Context: an optimization exercise on an open-source flow, tuned for small area and a short achievable clock period. The choices shown serve that exercise and are no tape-out recipe. At most, simulation tests tie the RTL to the original design; equivalence was not proved. For run 2, only the layout was checked, not whether the RTL still works.

==> flow/design.v, too long to show whole: its modules and the start of the top module <==
// module ex2_1: 1903 lines
// module ex2_1_fa: 4 lines
// module ex2_1_ha: 4 lines
// module ex2_1_pgi: 4 lines
// module ex2_1_pgn: 4 lines
// module ex2_1_ao: 3 lines
// module ex2_1_gtp: 4 lines
// module ex2_1_gt: 4 lines
// module ex2_1_x: 3 lines
// module ex2_1_xn: 3 lines
module ex2_1 (
	      input 		  clk, rst, validi,
	      input [31:0] 	  data_in,
	      output logic 	  valido,
	      output logic [31:0] data_out
	      );
  // ...
==> flow/flow/run.sh <==
#!/bin/bash
# The standard layout, with two changes: the port buffers are plain buf_2 cells rather
# than the delay cells buffer_ports picks by default, and timing repair may resize a cell to
# any drive strength (MATCH_CELL_FOOTPRINT=0), not only to cells of the same footprint.
# make's full output goes to flow_make.log.
set -euo pipefail
bash standard.sh "BUFFER_PORTS_ARGS=-buffer_cell sky130_fd_sc_hd__buf_2" MATCH_CELL_FOOTPRINT=0 finish > flow_make.log 2>&1
==> flow/standard.sh <==
#!/bin/bash
# synth_recipe.tcl (not shown) runs the flow's synth.tcl, then flattens the netlist and writes it again
# the make line also repeats each setting of config.mk as NAME=value (left out here)
make -C /OpenROAD-flow-scripts/flow DESIGN_CONFIG=/design/flow/config.mk WORK_HOME=/design/flow/orfs CLKGATE_MAP_FILE= SYNTH_SCRIPT=/design/flow/synth_recipe.tcl "${@:-finish}"
==> flow/config.mk <==
export PLATFORM = sky130hd
export DESIGN_NAME = ex2_1
export DESIGN_NICKNAME = ex2_1
export VERILOG_FILES = /design/flow/design.v
export SDC_FILE = /design/flow/constraint.sdc
export NUM_CORES = 4
export LEC_CHECK = 0
export CAP_MARGIN = 20
export CORE_MARGIN = 2
export CORE_UTILIZATION = 40
export SETUP_SLACK_MARGIN = 4.6
export SLEW_MARGIN = 20
export SYNTH_HIERARCHICAL = 1
export TNS_END_PERCENT = 0
==> flow/constraint.sdc <==
create_clock -name core_clock -period 8.0 [get_ports {clk}]
set_input_delay 1.6000 -clock core_clock [delete_from_list [all_inputs] [get_ports {clk}]]
set_output_delay 1.6000 -clock core_clock [all_outputs]
set_load 0.01 [all_outputs]
==> flow_metrics.env, run 1 <==
export IMPL_port_buffers=67
export IMPL_grt_usage_pct=23.09
export IMPL_n_sequential_cell=168
export IMPL_fin_nets=1843
export IMPL_ioPinCount=68
export IMPL_slew_limit_headroom_pct=38.31
export IMPL_r2r_start="q51"
export IMPL_die_y_um=205.0
export IMPL_area_growth_pct=10.56
export IMPL_clockRootBuffer="clkbuf_16"
export IMPL_rsz0062_at_grt="true"
export IMPL_multi_input_gates=1198
export IMPL_diodes=0
export IMPL_ant_nets=0
export IMPL_holdWs_ns=0.4413
export IMPL_cts_clk_slew_worst_paths_ns=0.07
export IMPL_die_area_um2=42010
export IMPL_wl_met3_um=3350
export IMPL_max_slew_worst_pin_slew_ns=0.9239
export IMPL_reg_top3="a x32, data_out x32, cnt x2"
export IMPL_cts_tree="built"
export IMPL_grtUsageMet2_pct=37.62
export IMPL_synth_area_um2=16150
export IMPL_clock_area_share_pct=3.258
export IMPL_status="no timing/DRC/antenna violations"
export IMPL_cp_top_family="adder cells"
export IMPL_reg2reg_slack_ns=4.51
==> run 2, diff against run 1 <==
--- a/flow/design.v
+++ b/flow/design.v
@@ -931,17 +931,71 @@
    wire c796;
    wire s797;
    wire c798;
    wire s799;
    wire c800;
    wire s801;
    wire c802;
    wire s803;
-   wire s804;
+   wire c804;
+   wire s805;
+   wire c806;
+   wire s807;
+   wire c808;
+   wire s809;
+   wire c810;
+   wire s811;
+   wire c812;
+   wire s813;
+   wire c814;
+   wire s815;
+   wire c816;
+   wire s817;
+   wire c818;
+   wire s819;
+   wire c820;
+   wire s821;
+   wire c822;
+   wire s823;
+   wire c824;
+   wire s825;
+   wire c826;
+   wire s827;
+   wire c828;
+   wire s829;
+   wire c830;
+   wire s831;
+   wire c832;
+   wire s833;
+   wire c834;
+   wire s835;
+   wire c836;
+   wire s837;
+   wire c838;
+   wire s839;
+   wire c840;
+   wire s841;
+   wire c842;
+   wire s843;
+   wire c844;
+   wire s845;
+   wire c846;
+   wire s847;
+   wire c848;
+   wire s849;
+   wire c850;
+   wire s851;
+   wire c852;
+   wire s853;
+   wire c854;
+   wire s855;
+   wire c856;
+   wire s857;
+   wire s858;
    wire [31:0] ra, rb;
    wire [31:0] g0, p0, sum;
    wire [31:0] gn0, tn0;
    wire xg1, xp1;
    wire xg2, xp2;
    wire xg3, xp3;
    wire xg4, xp4;
    wire xg5, xp5;
@@ -1004,41 +1058,38 @@
    wire gi62, pi62;
    wire xg63, xp63;
    wire gi64, pi64;
    wire xg65, xp65;
    wire xg66, xp66;
    wire xg67, xp67;
    wire xg68, xp68;
    wire xg69, xp69;
-   wire gq2, tq2;
    wire xg70, xp70;
    wire xg71, xp71;
-   wire gq6, tq6;
    wire xg72, xp72;
-   wire gq8, tq8;
    wire xg73, xp73;
    wire xg74, xp74;
    wire xg75, xp75;
    wire xg76, xp76;
    wire xg77, xp77;
-   wire gq18, tq18;
-   wire xg78, xp78;
-   wire gq20, tq20;
+   wire gi78, pi78;
    wire xg79, xp79;
-   wire gq22, tq22;
-   wire xg80, xp80;
-   wire gq24, tq24;
+   wire gi80, pi80;
    wire xg81, xp81;
-   wire gq26, tq26;
-   wire xg82, xp82;
-   wire gq28, tq28;
+   wire gi82, pi82;
    wire xg83, xp83;
-   wire gq30, tq30;
-   wire xg84, xp84;
+   wire gi84, pi84;
+   wire xg85, xp85;
+   wire gi86, pi86;
+   wire xg87, xp87;
+   wire gi88, pi88;
+   wire xg89, xp89;
+   wire gi90, pi90;
+   wire xg91, xp91;
    always_ff @(posedge clk) begin
       a <= data_in;
       q0 <= bn0;
       q1 <= pp1;
       q2 <= pp2;
       q3 <= s273;
       q4 <= s275;
       q5 <= s279;
@@ -1697,51 +1748,109 @@
    ex2_1_fa us727 (.a(s626), .b(c672), .c(s673), .s(s727), .co(c728));
    ex2_1_fa us729 (.a(s628), .b(c674), .c(s675), .s(s729), .co(c730));
    ex2_1_fa us731 (.a(s630), .b(c676), .c(s677), .s(s731), .co(c732));
    ex2_1_fa us733 (.a(s634), .b(c678), .c(s679), .s(s733), .co(c734));
    ex2_1_fa us735 (.a(s638), .b(c680), .c(s681), .s(s735), .co(c736));
    ex2_1_fa us737 (.a(s642), .b(c682), .c(s683), .s(s737), .co(c738));
    assign s739 = s647 ^ s686;
    assign s740 = c684 ^ s739;
-   ex2_1_fa us741 (.a(q0), .b(q1), .c(data_in[0]), .s(s741), .co(c742));
-   ex2_1_ha us743 (.a(q2), .b(data_in[1]), .s(s743), .co(c744));
-   ex2_1_ha us745 (.a(q3), .b(data_in[2]), .s(s745), .co(c746));
-   ex2_1_ha us747 (.a(q4), .b(data_in[3]), .s(s747), .co(c748));
-   ex2_1_ha us749 (.a(q5), .b(data_in[4]), .s(s749), .co(c750));
-   ex2_1_fa us751 (.a(s687), .b(q8), .c(data_in[5]), .s(s751), .co(c752));
-   ex2_1_fa us753 (.a(c688), .b(s689), .c(data_in[6]), .s(s753), .co(c754));
-   ex2_1_fa us755 (.a(c690), .b(s691), .c(data_in[7]), .s(s755), .co(c756));
-   ex2_1_fa us757 (.a(c692), .b(s693), .c(data_in[8]), .s(s757), .co(c758));
-   ex2_1_fa us759 (.a(c694), .b(s695), .c(data_in[9]), .s(s759), .co(c760));
-   ex2_1_fa us761 (.a(c696), .b(s697), .c(data_in[10]), .s(s761), .co(c762));
-   ex2_1_fa us763 (.a(c698), .b(s699), .c(data_in[11]), .s(s763), .co(c764));
-   ex2_1_fa us765 (.a(c700), .b(s701), .c(data_in[12]), .s(s765), .co(c766));
-   ex2_1_fa us767 (.a(c702), .b(s703), .c(data_in[13]), .s(s767), .co(c768));
-   ex2_1_fa us769 (.a(c704), .b(s705), .c(data_in[14]), .s(s769), .co(c770));
-   ex2_1_fa us771 (.a(c706), .b(s707), .c(data_in[15]), .s(s771), .co(c772));
-   ex2_1_fa us773 (.a(c708), .b(s709), .c(data_in[16]), .s(s773), .co(c774));
-   ex2_1_fa us775 (.a(c710), .b(s711), .c(data_in[17]), .s(s775), .co(c776));
-   ex2_1_fa us777 (.a(c712), .b(s713), .c(data_in[18]), .s(s777), .co(c778));
-   ex2_1_fa us779 (.a(c714), .b(s715), .c(data_in[19]), .s(s779), .co(c780));
-   ex2_1_fa us781 (.a(c716), .b(s717), .c(data_in[20]), .s(s781), .co(c782));
-   ex2_1_fa us783 (.a(c718), .b(s719), .c(data_in[21]), .s(s783), .co(c784));
-   ex2_1_fa us785 (.a(c720), .b(s721), .c(data_in[22]), .s(s785), .co(c786));
-   ex2_1_fa us787 (.a(c722), .b(s723), .c(data_in[23]), .s(s787), .co(c788));
-   ex2_1_fa us789 (.a(c724), .b(s725), .c(data_in[24]), .s(s789), .co(c790));
-   ex2_1_fa us791 (.a(c726), .b(s727), .c(data_in[25]), .s(s791), .co(c792));
-   ex2_1_fa us793 (.a(c728), .b(s729), .c(data_in[26]), .s(s793), .co(c794));
-   ex2_1_fa us795 (.a(c730), .b(s731), .c(data_in[27]), .s(s795), .co(c796));
-   ex2_1_fa us797 (.a(c732), .b(s733), .c(data_in[28]), .s(s797), .co(c798));
-   ex2_1_fa us799 (.a(c734), .b(s735), .c(data_in[29]), .s(s799), .co(c800));
-   ex2_1_fa us801 (.a(c736), .b(s737), .c(data_in[30]), .s(s801), .co(c802));
-   assign s803 = data_in[31] ^ s740;
-   assign s804 = c738 ^ s803;
-   assign ra = {c802, c800, c798, c796, c794, c792, c790, c788, c786, c784, c782, c780, c778, c776, c774, c772, c770, c768, c766, c764, c762, c760, c758, c756, c754, c752, c750, c748, c746, c744, c742, s741};
-   assign rb = {s804, s801, s799, s797, s795, s793, s791, s789, s787, s785, s783, s781, s779, s777, s775, s773, s771, s769, s767, s765, s763, s761, s759, s757, s755, s753, s751, s749, s747, s745, s743, 1'b0};
+   ex2_1_ha us741 (.a(q0), .b(q1), .s(s741), .co(c742));
+   ex2_1_x us743 (.a(s741), .b(data_in[0]), .y(s743));
+   ex2_1_ao uc744 (.a(c742), .b(s741), .c(data_in[0]), .y(c744));
+   ex2_1_x us745 (.a(q2), .b(data_in[1]), .y(s745));
+   assign c746 = q2 & data_in[1];
+   ex2_1_x us747 (.a(q3), .b(data_in[2]), .y(s747));
+   assign c748 = q3 & data_in[2];
+   ex2_1_x us749 (.a(q4), .b(data_in[3]), .y(s749));
+   assign c750 = q4 & data_in[3];
+   ex2_1_x us751 (.a(q5), .b(data_in[4]), .y(s751));
+   assign c752 = q5 & data_in[4];
+   ex2_1_ha us753 (.a(s687), .b(q8), .s(s753), .co(c754));
+   ex2_1_x us755 (.a(s753), .b(data_in[5]), .y(s755));
+   ex2_1_ao uc756 (.a(c754), .b(s753), .c(data_in[5]), .y(c756));
+   ex2_1_ha us757 (.a(c688), .b(s689), .s(s757), .co(c758));
+   ex2_1_x us759 (.a(s757), .b(data_in[6]), .y(s759));
+   ex2_1_ao uc760 (.a(c758), .b(s757), .c(data_in[6]), .y(c760));
+   ex2_1_ha us761 (.a(c690), .b(s691), .s(s761), .co(c762));
+   ex2_1_x us763 (.a(s761), .b(data_in[7]), .y(s763));
+   ex2_1_ao uc764 (.a(c762), .b(s761), .c(data_in[7]), .y(c764));
+   ex2_1_ha us765 (.a(c692), .b(s693), .s(s765), .co(c766));
+   ex2_1_x us767 (.a(s765), .b(data_in[8]), .y(s767));
+   ex2_1_ao uc768 (.a(c766), .b(s765), .c(data_in[8]), .y(c768));
+   ex2_1_ha us769 (.a(c694), .b(s695), .s(s769), .co(c770));
+   ex2_1_x us771 (.a(s769), .b(data_in[9]), .y(s771));
+   ex2_1_ao uc772 (.a(c770), .b(s769), .c(data_in[9]), .y(c772));
+   ex2_1_ha us773 (.a(c696), .b(s697), .s(s773), .co(c774));
+   ex2_1_x us775 (.a(s773), .b(data_in[10]), .y(s775));
+   ex2_1_ao uc776 (.a(c774), .b(s773), .c(data_in[10]), .y(c776));
+   ex2_1_ha us777 (.a(c698), .b(s699), .s(s777), .co(c778));
+   ex2_1_x us779 (.a(s777), .b(data_in[11]), .y(s779));
+   ex2_1_ao uc780 (.a(c778), .b(s777), .c(data_in[11]), .y(c780));
+   ex2_1_ha us781 (.a(c700), .b(s701), .s(s781), .co(c782));
+   ex2_1_x us783 (.a(s781), .b(data_in[12]), .y(s783));
+   ex2_1_ao uc784 (.a(c782), .b(s781), .c(data_in[12]), .y(c784));
+   ex2_1_ha us785 (.a(c702), .b(s703), .s(s785), .co(c786));
+   ex2_1_x us787 (.a(s785), .b(data_in[13]), .y(s787));
+   ex2_1_ao uc788 (.a(c786), .b(s785), .c(data_in[13]), .y(c788));
+   ex2_1_ha us789 (.a(c704), .b(s705), .s(s789), .co(c790));
+   ex2_1_x us791 (.a(s789), .b(data_in[14]), .y(s791));
+   ex2_1_ao uc792 (.a(c790), .b(s789), .c(data_in[14]), .y(c792));
+   ex2_1_ha us793 (.a(c706), .b(s707), .s(s793), .co(c794));
+   ex2_1_x us795 (.a(s793), .b(data_in[15]), .y(s795));
+   ex2_1_ao uc796 (.a(c794), .b(s793), .c(data_in[15]), .y(c796));
+   ex2_1_ha us797 (.a(c708), .b(s709), .s(s797), .co(c798));
+   ex2_1_x us799 (.a(s797), .b(data_in[16]), .y(s799));
+   ex2_1_ao uc800 (.a(c798), .b(s797), .c(data_in[16]), .y(c800));
+   ex2_1_ha us801 (.a(c710), .b(s711), .s(s801), .co(c802));
+   ex2_1_x us803 (.a(s801), .b(data_in[17]), .y(s803));
+   ex2_1_ao uc804 (.a(c802), .b(s801), .c(data_in[17]), .y(c804));
+   ex2_1_ha us805 (.a(c712), .b(s713), .s(s805), .co(c806));
+   ex2_1_x us807 (.a(s805), .b(data_in[18]), .y(s807));
+   ex2_1_ao uc808 (.a(c806), .b(s805), .c(data_in[18]), .y(c808));
+   ex2_1_ha us809 (.a(c714), .b(s715), .s(s809), .co(c810));
+   ex2_1_x us811 (.a(s809), .b(data_in[19]), .y(s811));
+   ex2_1_ao uc812 (.a(c810), .b(s809), .c(data_in[19]), .y(c812));
+   ex2_1_ha us813 (.a(c716), .b(s717), .s(s813), .co(c814));
+   ex2_1_x us815 (.a(s813), .b(data_in[20]), .y(s815));
+   ex2_1_ao uc816 (.a(c814), .b(s813), .c(data_in[20]), .y(c816));
+   ex2_1_ha us817 (.a(c718), .b(s719), .s(s817), .co(c818));
+   ex2_1_x us819 (.a(s817), .b(data_in[21]), .y(s819));
+   ex2_1_ao uc820 (.a(c818), .b(s817), .c(data_in[21]), .y(c820));
+   ex2_1_ha us821 (.a(c720), .b(s721), .s(s821), .co(c822));
+   ex2_1_x us823 (.a(s821), .b(data_in[22]), .y(s823));
+   ex2_1_ao uc824 (.a(c822), .b(s821), .c(data_in[22]), .y(c824));
+   ex2_1_ha us825 (.a(c722), .b(s723), .s(s825), .co(c826));
+   ex2_1_x us827 (.a(s825), .b(data_in[23]), .y(s827));
+   ex2_1_ao uc828 (.a(c826), .b(s825), .c(data_in[23]), .y(c828));
+   ex2_1_ha us829 (.a(c724), .b(s725), .s(s829), .co(c830));
+   ex2_1_x us831 (.a(s829), .b(data_in[24]), .y(s831));
+   ex2_1_ao uc832 (.a(c830), .b(s829), .c(data_in[24]), .y(c832));
+   ex2_1_ha us833 (.a(c726), .b(s727), .s(s833), .co(c834));
+   ex2_1_x us835 (.a(s833), .b(data_in[25]), .y(s835));
+   ex2_1_ao uc836 (.a(c834), .b(s833), .c(data_in[25]), .y(c836));
+   ex2_1_ha us837 (.a(c728), .b(s729), .s(s837), .co(c838));
+   ex2_1_x us839 (.a(s837), .b(data_in[26]), .y(s839));
+   ex2_1_ao uc840 (.a(c838), .b(s837), .c(data_in[26]), .y(c840));
+   ex2_1_ha us841 (.a(c730), .b(s731), .s(s841), .co(c842));
+   ex2_1_x us843 (.a(s841), .b(data_in[27]), .y(s843));
+   ex2_1_ao uc844 (.a(c842), .b(s841), .c(data_in[27]), .y(c844));
+   ex2_1_ha us845 (.a(c732), .b(s733), .s(s845), .co(c846));
+   ex2_1_x us847 (.a(s845), .b(data_in[28]), .y(s847));
+   ex2_1_ao uc848 (.a(c846), .b(s845), .c(data_in[28]), .y(c848));
+   ex2_1_ha us849 (.a(c734), .b(s735), .s(s849), .co(c850));
+   ex2_1_x us851 (.a(s849), .b(data_in[29]), .y(s851));
+   ex2_1_ao uc852 (.a(c850), .b(s849), .c(data_in[29]), .y(c852));
+   ex2_1_ha us853 (.a(c736), .b(s737), .s(s853), .co(c854));
+   ex2_1_x us855 (.a(s853), .b(data_in[30]), .y(s855));
+   ex2_1_ao uc856 (.a(c854), .b(s853), .c(data_in[30]), .y(c856));
+   assign s857 = data_in[31] ^ s740;
+   assign s858 = c738 ^ s857;
+   assign ra = {c856, c852, c848, c844, c840, c836, c832, c828, c824, c820, c816, c812, c808, c804, c800, c796, c792, c788, c784, c780, c776, c772, c768, c764, c760, c756, c752, c750, c748, c746, c744, s743};
+   assign rb = {s858, s855, s851, s847, s843, s839, s835, s831, s827, s823, s819, s815, s811, s807, s803, s799, s795, s791, s787, s783, s779, s775, s771, s767, s763, s759, s755, s751, s749, s747, s745, 1'b0};
    assign p0 = ra ^ rb;
    ex2_1_gt ugt0 (.a(ra[0]), .b(rb[0]), .gn(gn0[0]), .tn(tn0[0]));
    ex2_1_gt ugt1 (.a(ra[1]), .b(rb[1]), .gn(gn0[1]), .tn(tn0[1]));
    ex2_1_gt ugt2 (.a(ra[2]), .b(rb[2]), .gn(gn0[2]), .tn(tn0[2]));
    ex2_1_gt ugt3 (.a(ra[3]), .b(rb[3]), .gn(gn0[3]), .tn(tn0[3]));
    ex2_1_gt ugt4 (.a(ra[4]), .b(rb[4]), .gn(gn0[4]), .tn(tn0[4]));
    ex2_1_gt ugt5 (.a(ra[5]), .b(rb[5]), .gn(gn0[5]), .tn(tn0[5]));
    ex2_1_gt ugt6 (.a(ra[6]), .b(rb[6]), .gn(gn0[6]), .tn(tn0[6]));
@@ -1838,73 +1947,77 @@
    ex2_1_pgn ug63 (.gnh(xg54), .pnh(xp54), .gnl(gi62), .pnl(1'b0), .g(xg63), .p(xp63));
    assign gi64 = ~xg34;
    assign pi64 = ~xp34;
    ex2_1_pgn ug65 (.gnh(xg55), .pnh(xp55), .gnl(gi64), .pnl(1'b0), .g(xg65), .p(xp65));
    ex2_1_pgn ug66 (.gnh(xg56), .pnh(xp56), .gnl(xg47), .pnl(1'b0), .g(xg66), .p(xp66));
    ex2_1_pgn ug67 (.gnh(xg57), .pnh(xp57), .gnl(xg49), .pnl(1'b0), .g(xg67), .p(xp67));
    ex2_1_pgn ug68 (.gnh(xg58), .pnh(xp58), .gnl(xg50), .pnl(1'b0), .g(xg68), .p(xp68));
    ex2_1_pgn ug69 (.gnh(xg59), .pnh(xp59), .gnl(xg51), .pnl(1'b0), .g(xg69), .p(xp69));
-   ex2_1_gtp ugq2 (.a(ra[2]), .b(rb[2]), .g(gq2), .t(tq2));
-   ex2_1_pgi ug70 (.gh(gq2), .ph(tq2), .gl(xg1), .pl(1'b1), .gn(xg70), .pn(xp70));
+   ex2_1_pgn ug70 (.gnh(gn0[2]), .pnh(tn0[2]), .gnl(gi32), .pnl(1'b0), .g(xg70), .p(xp70));
    ex2_1_pgn ug71 (.gnh(gn0[4]), .pnh(tn0[4]), .gnl(xg17), .pnl(1'b0), .g(xg71), .p(xp71));
-   ex2_1_gtp ugq6 (.a(ra[6]), .b(rb[6]), .g(gq6), .t(tq6));
-   ex2_1_pgi ug72 (.gh(gq6), .ph(tq6), .gl(xg33), .pl(1'b1), .gn(xg72), .pn(xp72));
-   ex2_1_gtp ugq8 (.a(ra[8]), .b(rb[8]), .g(gq8), .t(tq8));
-   ex2_1_pgi ug73 (.gh(gq8), .ph(tq8), .gl(xg34), .pl(1'b1), .gn(xg73), .pn(xp73));
+   ex2_1_pgn ug72 (.gnh(gn0[6]), .pnh(tn0[6]), .gnl(gi62), .pnl(1'b0), .g(xg72), .p(xp72));
+   ex2_1_pgn ug73 (.gnh(gn0[8]), .pnh(tn0[8]), .gnl(gi64), .pnl(1'b0), .g(xg73), .p(xp73));
    ex2_1_pgn ug74 (.gnh(gn0[10]), .pnh(tn0[10]), .gnl(xg47), .pnl(1'b0), .g(xg74), .p(xp74));
    ex2_1_pgn ug75 (.gnh(gn0[12]), .pnh(tn0[12]), .gnl(xg49), .pnl(1'b0), .g(xg75), .p(xp75));
    ex2_1_pgn ug76 (.gnh(gn0[14]), .pnh(tn0[14]), .gnl(xg50), .pnl(1'b0), .g(xg76), .p(xp76));
    ex2_1_pgn ug77 (.gnh(gn0[16]), .pnh(tn0[16]), .gnl(xg51), .pnl(1'b0), .g(xg77), .p(xp77));
-   ex2_1_gtp ugq18 (.a(ra[18]), .b(rb[18]), .g(gq18), .t(tq18));
-   ex2_1_pgi ug78 (.gh(gq18), .ph(tq18), .gl(xg60), .pl(1'b1), .gn(xg78), .pn(xp78));
-   ex2_1_gtp ugq20 (.a(ra[20]), .b(rb[20]), .g(gq20), .t(tq20));
-   ex2_1_pgi ug79 (.gh(gq20), .ph(tq20), .gl(xg61), .pl(1'b1), .gn(xg79), .pn(xp79));
-   ex2_1_gtp ugq22 (.a(ra[22]), .b(rb[22]), .g(gq22), .t(tq22));
-   ex2_1_pgi ug80 (.gh(gq22), .ph(tq22), .gl(xg63), .pl(1'b1), .gn(xg80), .pn(xp80));
-   ex2_1_gtp ugq24 (.a(ra[24]), .b(rb[24]), .g(gq24), .t(tq24));
-   ex2_1_pgi ug81 (.gh(gq24), .ph(tq24), .gl(xg65), .pl(1'b1), .gn(xg81), .pn(xp81));
-   ex2_1_gtp ugq26 (.a(ra[26]), .b(rb[26]), .g(gq26), .t(tq26));
-   ex2_1_pgi ug82 (.gh(gq26), .ph(tq26), .gl(xg66), .pl(1'b1), .gn(xg82), .pn(xp82));
-   ex2_1_gtp ugq28 (.a(ra[28]), .b(rb[28]), .g(gq28), .t(tq28));
-   ex2_1_pgi ug83 (.gh(gq28), .ph(tq28), .gl(xg67), .pl(1'b1), .gn(xg83), .pn(xp83));
-   ex2_1_gtp ugq30 (.a(ra[30]), .b(rb[30]), .g(gq30), .t(tq30));
-   ex2_1_pgi ug84 (.gh(gq30), .ph(tq30), .gl(xg68), .pl(1'b1), .gn(xg84), .pn(xp84));
+   assign gi78 = ~xg60;
+   assign pi78 = ~xp60;
+   ex2_1_pgn ug79 (.gnh(gn0[18]), .pnh(tn0[18]), .gnl(gi78), .pnl(1'b0), .g(xg79), .p(xp79));
+   assign gi80 = ~xg61;
+   assign pi80 = ~xp61;
+   ex2_1_pgn ug81 (.gnh(gn0[20]), .pnh(tn0[20]), .gnl(gi80), .pnl(1'b0), .g(xg81), .p(xp81));
+   assign gi82 = ~xg63;
+   assign pi82 = ~xp63;
+   ex2_1_pgn ug83 (.gnh(gn0[22]), .pnh(tn0[22]), .gnl(gi82), .pnl(1'b0), .g(xg83), .p(xp83));
+   assign gi84 = ~xg65;
+   assign pi84 = ~xp65;
+   ex2_1_pgn ug85 (.gnh(gn0[24]), .pnh(tn0[24]), .gnl(gi84), .pnl(1'b0), .g(xg85), .p(xp85));
+   assign gi86 = ~xg66;
+   assign pi86 = ~xp66;
+   ex2_1_pgn ug87 (.gnh(gn0[26]), .pnh(tn0[26]), .gnl(gi86), .pnl(1'b0), .g(xg87), .p(xp87));
+   assign gi88 = ~xg67;
+   assign pi88 = ~xp67;
+   ex2_1_pgn ug89 (.gnh(gn0[28]), .pnh(tn0[28]), .gnl(gi88), .pnl(1'b0), .g(xg89), .p(xp89));
+   assign gi90 = ~xg68;
+   assign pi90 = ~xp68;
+   ex2_1_pgn ug91 (.gnh(gn0[30]), .pnh(tn0[30]), .gnl(gi90), .pnl(1'b0), .g(xg91), .p(xp91));
    assign sum[0] = p0[0];
    ex2_1_xn us1 (.a(p0[1]), .b(gn0[0]), .y(sum[1]));
    ex2_1_x us2 (.a(p0[2]), .b(xg1), .y(sum[2]));
-   ex2_1_xn us3 (.a(p0[3]), .b(xg70), .y(sum[3]));
+   ex2_1_x us3 (.a(p0[3]), .b(xg70), .y(sum[3]));
    ex2_1_xn us4 (.a(p0[4]), .b(xg17), .y(sum[4]));
    ex2_1_x us5 (.a(p0[5]), .b(xg71), .y(sum[5]));
    ex2_1_x us6 (.a(p0[6]), .b(xg33), .y(sum[6]));
-   ex2_1_xn us7 (.a(p0[7]), .b(xg72), .y(sum[7]));
+   ex2_1_x us7 (.a(p0[7]), .b(xg72), .y(sum[7]));
    ex2_1_x us8 (.a(p0[8]), .b(xg34), .y(sum[8]));
-   ex2_1_xn us9 (.a(p0[9]), .b(xg73), .y(sum[9]));
+   ex2_1_x us9 (.a(p0[9]), .b(xg73), .y(sum[9]));
    ex2_1_xn us10 (.a(p0[10]), .b(xg47), .y(sum[10]));
    ex2_1_x us11 (.a(p0[11]), .b(xg74), .y(sum[11]));
    ex2_1_xn us12 (.a(p0[12]), .b(xg49), .y(sum[12]));
    ex2_1_x us13 (.a(p0[13]), .b(xg75), .y(sum[13]));
    ex2_1_xn us14 (.a(p0[14]), .b(xg50), .y(sum[14]));
    ex2_1_x us15 (.a(p0[15]), .b(xg76), .y(sum[15]));
    ex2_1_xn us16 (.a(p0[16]), .b(xg51), .y(sum[16]));
    ex2_1_x us17 (.a(p0[17]), .b(xg77), .y(sum[17]));
    ex2_1_x us18 (.a(p0[18]), .b(xg60), .y(sum[18]));
-   ex2_1_xn us19 (.a(p0[19]), .b(xg78), .y(sum[19]));
+   ex2_1_x us19 (.a(p0[19]), .b(xg79), .y(sum[19]));
    ex2_1_x us20 (.a(p0[20]), .b(xg61), .y(sum[20]));
-   ex2_1_xn us21 (.a(p0[21]), .b(xg79), .y(sum[21]));
+   ex2_1_x us21 (.a(p0[21]), .b(xg81), .y(sum[21]));
    ex2_1_x us22 (.a(p0[22]), .b(xg63), .y(sum[22]));
-   ex2_1_xn us23 (.a(p0[23]), .b(xg80), .y(sum[23]));
+   ex2_1_x us23 (.a(p0[23]), .b(xg83), .y(sum[23]));
    ex2_1_x us24 (.a(p0[24]), .b(xg65), .y(sum[24]));
-   ex2_1_xn us25 (.a(p0[25]), .b(xg81), .y(sum[25]));
+   ex2_1_x us25 (.a(p0[25]), .b(xg85), .y(sum[25]));
    ex2_1_x us26 (.a(p0[26]), .b(xg66), .y(sum[26]));
-   ex2_1_xn us27 (.a(p0[27]), .b(xg82), .y(sum[27]));
+   ex2_1_x us27 (.a(p0[27]), .b(xg87), .y(sum[27]));
    ex2_1_x us28 (.a(p0[28]), .b(xg67), .y(sum[28]));
-   ex2_1_xn us29 (.a(p0[29]), .b(xg83), .y(sum[29]));
+   ex2_1_x us29 (.a(p0[29]), .b(xg89), .y(sum[29]));
    ex2_1_x us30 (.a(p0[30]), .b(xg68), .y(sum[30]));
-   ex2_1_xn us31 (.a(p0[31]), .b(xg84), .y(sum[31]));
+   ex2_1_x us31 (.a(p0[31]), .b(xg91), .y(sum[31]));
 endmodule
 module ex2_1_fa (input a, b, c, output s, co);
    assign s = a ^ b ^ c;
    assign co = (a & b) | (c & (a ^ b));
 endmodule
 module ex2_1_ha (input a, b, output s, co);
    assign s = a ^ b;
    assign co = a & b;
@@ -1915,20 +2028,16 @@
 endmodule
 module ex2_1_pgn (input gnh, pnh, gnl, pnl, output g, p);
    assign g = ~(gnh & (pnh | gnl));
    assign p = ~(pnh | pnl);
 endmodule
 module ex2_1_ao (input a, b, c, output y);
    assign y = a | (b & c);
 endmodule
-module ex2_1_gtp (input a, b, output g, t);
-   assign g = a & b;
-   assign t = a | b;
-endmodule
 module ex2_1_gt (input a, b, output gn, tn);
    assign gn = ~(a & b);
    assign tn = ~(a | b);
 endmodule
 module ex2_1_x (input a, b, output y);
    assign y = a ^ b;
 endmodule
 module ex2_1_xn (input a, b, output y);
==> flow/flow/run.sh (replaced) <==
#!/bin/bash
# The standard layout, except that the port buffers are plain buf_2 cells rather
# than the delay cells buffer_ports picks by default. make's full output goes to flow_make.log.
set -euo pipefail
bash standard.sh "BUFFER_PORTS_ARGS=-buffer_cell sky130_fd_sc_hd__buf_2" finish > flow_make.log 2>&1
==> flow/config.mk (replaced) <==
export PLATFORM = sky130hd
export DESIGN_NAME = ex2_1
export DESIGN_NICKNAME = ex2_1
export VERILOG_FILES = /design/flow/design.v
export SDC_FILE = /design/flow/constraint.sdc
export NUM_CORES = 4
export LEC_CHECK = 0
export CAP_MARGIN = 20
export CORE_MARGIN = 2
export CORE_UTILIZATION = 40
export SETUP_SLACK_MARGIN = 4.4
export SLEW_MARGIN = 20
export SYNTH_HIERARCHICAL = 1
export TNS_END_PERCENT = 0
==> flow_metrics.env, run 2 <==
export IMPL_status="no timing/DRC/antenna violations"
export IMPL_grt_overflow=0
export IMPL_grt_pass1_wl_um=72680
export IMPL_grt_pass1_vias=12100
export IMPL_vias_per_cell=5.611
export IMPL_report_final_setup_viol=0
export IMPL_critPathSlowestCell="fa_1"
export IMPL_insertion_delay_ns=0.47
export IMPL_dp_hpwl_um=34520
export IMPL_cts_tree="built"
export IMPL_crit_buf_inv=1
export IMPL_multi_input_area_um2=12650
export IMPL_n_fill_cell=3802
export IMPL_cpMostUsedCell="fa_1"
export IMPL_drv_cap=0
export IMPL_rows=73
export IMPL_diodes=0
export IMPL_max_slew_worst_pin_slew_ns=1.119
export IMPL_hold_viol=0
export IMPL_cp_top_family="adder cells"
export IMPL_ioPinCount=68
export IMPL_ant_nets=0
export IMPL_start_util_pct=40.76
export IMPL_start_kind="primary input"
export IMPL_postLayoutCellArea_um2=18150
export IMPL_final_cell_mix="xnor2_1, a22oi_1, fa_1, dfxtp_1, xor2_1"
export IMPL_cts_clk_slew_worst_paths_ns=0.07
export IMPL_fin_skew_ns=0.01291
export IMPL_cts_buffers=17
export IMPL_cts_sinks=168
export IMPL_drv_slew=0
export IMPL_die_y_um=205.9
export IMPL_required_ns=8.35
export IMPL_cp_cell_sequence="buf_2 > a22oi_1 > xnor2_1 > fa_1 > fa_1 > fa_1"
export IMPL_wl_um=47720
export IMPL_grt_usage_pct=23.13
export IMPL_crit_fanout=13
export IMPL_critPathKind="in -> reg"
export IMPL_drive_gt1_share_pct=18.20
export IMPL_critPathArrivalTime_ns=3.97
export IMPL_cts_hold_buf=0
export IMPL_slew_limit_headroom_pct=24.89
export IMPL_synth_area_um2=16310
export IMPL_min_path_type="reg -> reg"
export IMPL_fin_crit_ns=3.624
export IMPL_synth_nets=1893
export IMPL_wl_per_cell_um=22.65
export IMPL_area_growth_pct=11.33
export IMPL_drc=0
export IMPL_first_iter_violations=1083
export IMPL_place_gp_congestion=0.8731
export IMPL_seqCellArea_um2=3385
export IMPL_ys_warnings_count=7
export IMPL_grt_max_degree=40
export IMPL_rsz0062_at_grt="true"
export IMPL_setup_tns_ns=0
export IMPL_avgSynthCellArea_um2=10.32
export IMPL_port_buffers=67
export IMPL_end_kind="flop"
export IMPL_critPathMaxStageDelay_ns=0.52
export IMPL_placed_cell_area_um2=16920
export IMPL_cts_htree_levels=4
export IMPL_die_w_um=205.9
export IMPL_synth_cells=1580
export IMPL_die_area_um2=42400
export IMPL_vias=11820
export IMPL_timing_fmax_ghz=0.2759
export IMPL_post_route_period_util_pct=45.30
export IMPL_reg_top3="a x32, data_out x32, cnt x2"
export IMPL_dr_pass1_iters=5
export IMPL_antenna_found_initial=0
export IMPL_clockBufferDepth=2
export IMPL_core_um2=40010
export IMPL_fin_nets=1882
export IMPL_layout_commonest_cell="xnor2_1"
export IMPL_clockRootBuffer="clkbuf_16"
## run 2: cell type report
type | instances | area share (%)
Inverter | 52 | 1.082
Sequential cell | 168 | 18.64
Tap cell | 525 | 3.618
Timing Repair Buffer | 92 | 3.522
Clock buffer | 19 | 2.557
Multi-Input combinational cell | 1238 | 69.67
Clock inverter | 13 | 0.9097
## run 2: final timing paths
check	from	to	slack, ns	cells after the start
max	data_in[22]	q70	4.38	6
min	cnt[0]	cnt[0]	0.43	1
max reg2reg	q75	data_out[30]	4.45	13
min reg2reg	cnt[0]	cnt[0]	0.43	1
max in group asynchronous	rst	cnt[0]	6.89	2
min in group asynchronous	rst	valido	0.98	2
## run 2: routing by layer
layer  global-route usage [%]  wire (um)
met4                    9.643       1712
met2                    37.64      22660
met3                    3.910       3241
met5                        0          0
met1                    30.53      20110
## run 2: per-stage QoR
step           setup slack [ns]  utilization, %  hold WS [ns]  std cells
6_report                  4.376           45.38        0.4302       2107
5_1_grt                   4.326           45.38        0.4535       2107
4_1_cts                   4.301           44.50        0.4347       2099
3_5_place_dp              3.575           42.29        0.4243       2062
3_3_place_gp              3.678           42.22        0.4181       2061
2_1_floorplan             4.259               -        0.3497       1580
## run 2: repair_timing
item	4_1_cts	5_1_grt
endpoints found under the setup margin	99	64
pin swaps	7	18
buffers inserted	5	8
gates resized for setup	44	58

-- what the ideal ports hide --
No port has a modelled driver above. Below, the same layouts with a new extraction and two added sets of constraints.
Step 1: set_driving_cell puts a clkbuf_16 on clk and a buf_2 on each other input, an assumption about the parent block.
Step 2 times the ports against the registers' clock, not the clock port: input delays grow and output delays shrink by t, the midpoint of the rising clock arrivals with the driver on.
Slacks: no drivers / after step 1 / after step 2; pairs: no drivers / after step 1.
run	shift t [ns]	setup slack, ns	hold slack, ns	worst setup path at the end	latest minus earliest clock arrival (ns)
run 1	0.501	4.471 / 4.489 / 3.988	0.441 / 0.441 / 0.441	input to register	0.012 / 0.012
run 2	0.516	4.376 / 4.400 / 3.884	0.430 / 0.430 / 0.430	input to register	0.013 / 0.014
After both steps setup and hold are still met in every run listed. For run 2, which loses most, drivers alone change the setup slack by +0.024 ns; drivers and shift together by -0.492 ns.
